Context: an optimization exercise on an open-source flow, tuned for small area, a short achievable clock period and few clock cycles. The choices shown serve that exercise and are no tape-out recipe.
Where RTL was checked, it was by simulation tests only, not by an equivalence proof against the original.
Power and IR drop assume default switching activity.

==> flow/design.v (excerpt) <==
module std_fp_smult_pipe #(
    parameter WIDTH = 32,
    parameter INT_WIDTH = 16,
    parameter FRAC_WIDTH = 16
) (
    input  [WIDTH-1:0]              left,
    input  [WIDTH-1:0]              right,
    input  logic                    reset,
    input  logic                    go,
    input  logic                    clk,
    output logic [WIDTH-1:0]        out,
    output logic                    done
);
Size: about 100 I/O pins, roughly 21000 um2 of cells after synthesis.
==> flow/config.mk <==
export PLATFORM = sky130hd
export DESIGN_NAME = std_fp_smult_pipe
export DESIGN_NICKNAME = std_fp_smult_pipe
export VERILOG_FILES = /design/flow/design.v
export SDC_FILE = /design/flow/constraint.sdc
export NUM_CORES = 4
export LEC_CHECK = 0
export CAP_MARGIN = 20
export CORE_MARGIN = 2
export CORE_UTILIZATION = 40
export SETUP_SLACK_MARGIN = 2.5
export SLEW_MARGIN = 20
export SYNTH_HIERARCHICAL = 1
==> flow/constraint.sdc <==
create_clock -name core_clock -period 7.5 [get_ports {clk}]
set_input_delay 1.5000 -clock core_clock [delete_from_list [all_inputs] [get_ports {clk}]]
set_output_delay 1.5000 -clock core_clock [all_outputs]
set_load 0.01 [all_outputs]
standard.sh (not shown) runs the stock make flow with config.mk's settings and CLKGATE_MAP_FILE= SYNTH_SCRIPT=/design/flow/synth_recipe.tcl, a recipe that flattens the netlist after the stock synthesis.
==> flow/flow/run.sh <==
#!/bin/bash
# Layout flow: the standard ORFS flow (standard.sh, unchanged synthesis),
# with extra ORFS variables from flow/extra.env (port buffer cell choice and
# timing-repair options). Each tool's full output is in orfs/logs/...; the
# make output is in standard.log.
set -euo pipefail
here=$(pwd)
set -a
source "$here/flow/extra.env"
set +a
bash "$here/standard.sh" > "$here/standard.log" 2>&1
==> flow/flow/extra.env <==
BUFFER_PORTS_ARGS="-buffer_cell sky130_fd_sc_hd__buf_2"
The baseline completed with no timing, DRC or antenna violations.
Testbench counts at the start, summed over its fixed seeds: cycles 4,008.
Change:
==> flow/run.sh (new file) <==
#!/bin/bash
# synth_recipe.tcl (not shown) runs the flow's synth.tcl, then flattens the netlist and writes it again
# the make line also repeats each setting of config.mk as NAME=value (left out here)
make -C /OpenROAD-flow-scripts/flow DESIGN_CONFIG=/design/flow/config.mk WORK_HOME=/design/flow/orfs CLKGATE_MAP_FILE= SYNTH_SCRIPT=/design/flow/synth_recipe.tcl finish
Settings changed: SETUP_SLACK_MARGIN 2.5 to 3.0.
removed: flow/flow/run.sh
removed: flow/flow/extra.env
removed: flow/standard.sh
=>
- core utilization came out higher by 9.3 points
- total power rose by 20%
- combinational power went up by 23%
- non-clock buffer count rose by 221
Change:
Settings changed: CORE_UTILIZATION 40 to 60, PLACE_DENSITY set to 0.7, SETUP_SLACK_MARGIN 3.0 to 2.0.
What happened:
- sequential power drops by about 1%
- sequential share of layout area climbs by 1.3 points
- via count drops by about 11%
- cell count drops by about 17%

std_fp_smult_pipe, a different RTL version from the one above (not shown whole).
For scale: roughly 1800 cells after synthesis, ~21000 um2 of cells after synthesis.
export LEC_CHECK = 0
export CAP_MARGIN = 20
export CORE_MARGIN = 2
export CORE_UTILIZATION = 40
export SETUP_SLACK_MARGIN = 2.5
export SLEW_MARGIN = 20
export SYNTH_HIERARCHICAL = 1
create_clock -name core_clock -period 7.5 [get_ports {clk}]
==> flow/flow/run.sh <==
#!/bin/bash
# Layout flow: the standard ORFS flow (standard.sh, unchanged synthesis),
# with extra ORFS variables from flow/extra.env (port buffer cell choice and
# timing-repair options). Each tool's full output is in orfs/logs/...; the
# make output is in standard.log.
set -euo pipefail
here=$(pwd)
set -a
source "$here/flow/extra.env"
set +a
bash "$here/standard.sh" > "$here/standard.log" 2>&1
==> flow/flow/extra.env <==
BUFFER_PORTS_ARGS="-buffer_cell sky130_fd_sc_hd__buf_4"
==> next run, changes <==
==> flow/flow/extra.env (replaced) <==
BUFFER_PORTS_ARGS="-buffer_cell sky130_fd_sc_hd__buf_2"
After rerunning: Global-route usage rose by 2.6 points; routed wire length rises by 11%; final cell count came out higher by 1.2%; maximum frequency rose by 1.4%; sequential cell count is unchanged; via count goes up by 4.8%; die area stays the same; cell area increases by 0.86%; worst hold slack loses 0.0040 ns; power decreases by 4.3%; setup slack is better by 0.072 ns.
No run of this note included a check of the RTL's function; only the layout flow was run.

==> static timing again, ports no longer ideal <==
No port has a modelled driver above. Below, the same layouts with a new extraction and two added sets of constraints. Step 1 assumes that a clkbuf_16 drives the clock port and a buf_2 every other input. Step 2 adds t to the input delays and takes it off the output delays; t is the mean of the earliest and latest rising clock arrival at the registers after step 1. Input paths then give back, and output paths get back, about the clock's delay inside the block. Slacks: ideal ports / drivers / drivers and shift; pairs: ideal ports / drivers.
run | t (ns) | slack for setup (ns) | worst hold slack (ns) | worst setup path after step 2
the first run of note 1 | 0.424 | 2.446 / 2.393 / 2.124 | 1.288 / 1.259 / 1.683 | input to register
the second run of note 1 | 0.442 | 2.470 / 2.415 / 2.266 | 1.646 / 1.614 / 2.056 | input to register
the third run of note 1 | 0.429 | 1.993 / 1.949 / 1.591 | 1.660 / 1.627 / 2.056 | input to register
the first run of note 2 | 0.427 | 2.437 / 2.458 / 2.030 | 1.272 / 1.249 / 1.677 | input to register
the second run of note 2 | 0.444 | 2.510 / 2.470 / 2.085 | 1.268 / 1.235 / 1.679 | input to register
After both steps setup and hold are still met in every run listed. For the second run of note 2, which loses most, drivers alone change the setup slack by -0.040 ns; drivers and shift together by -0.425 ns.
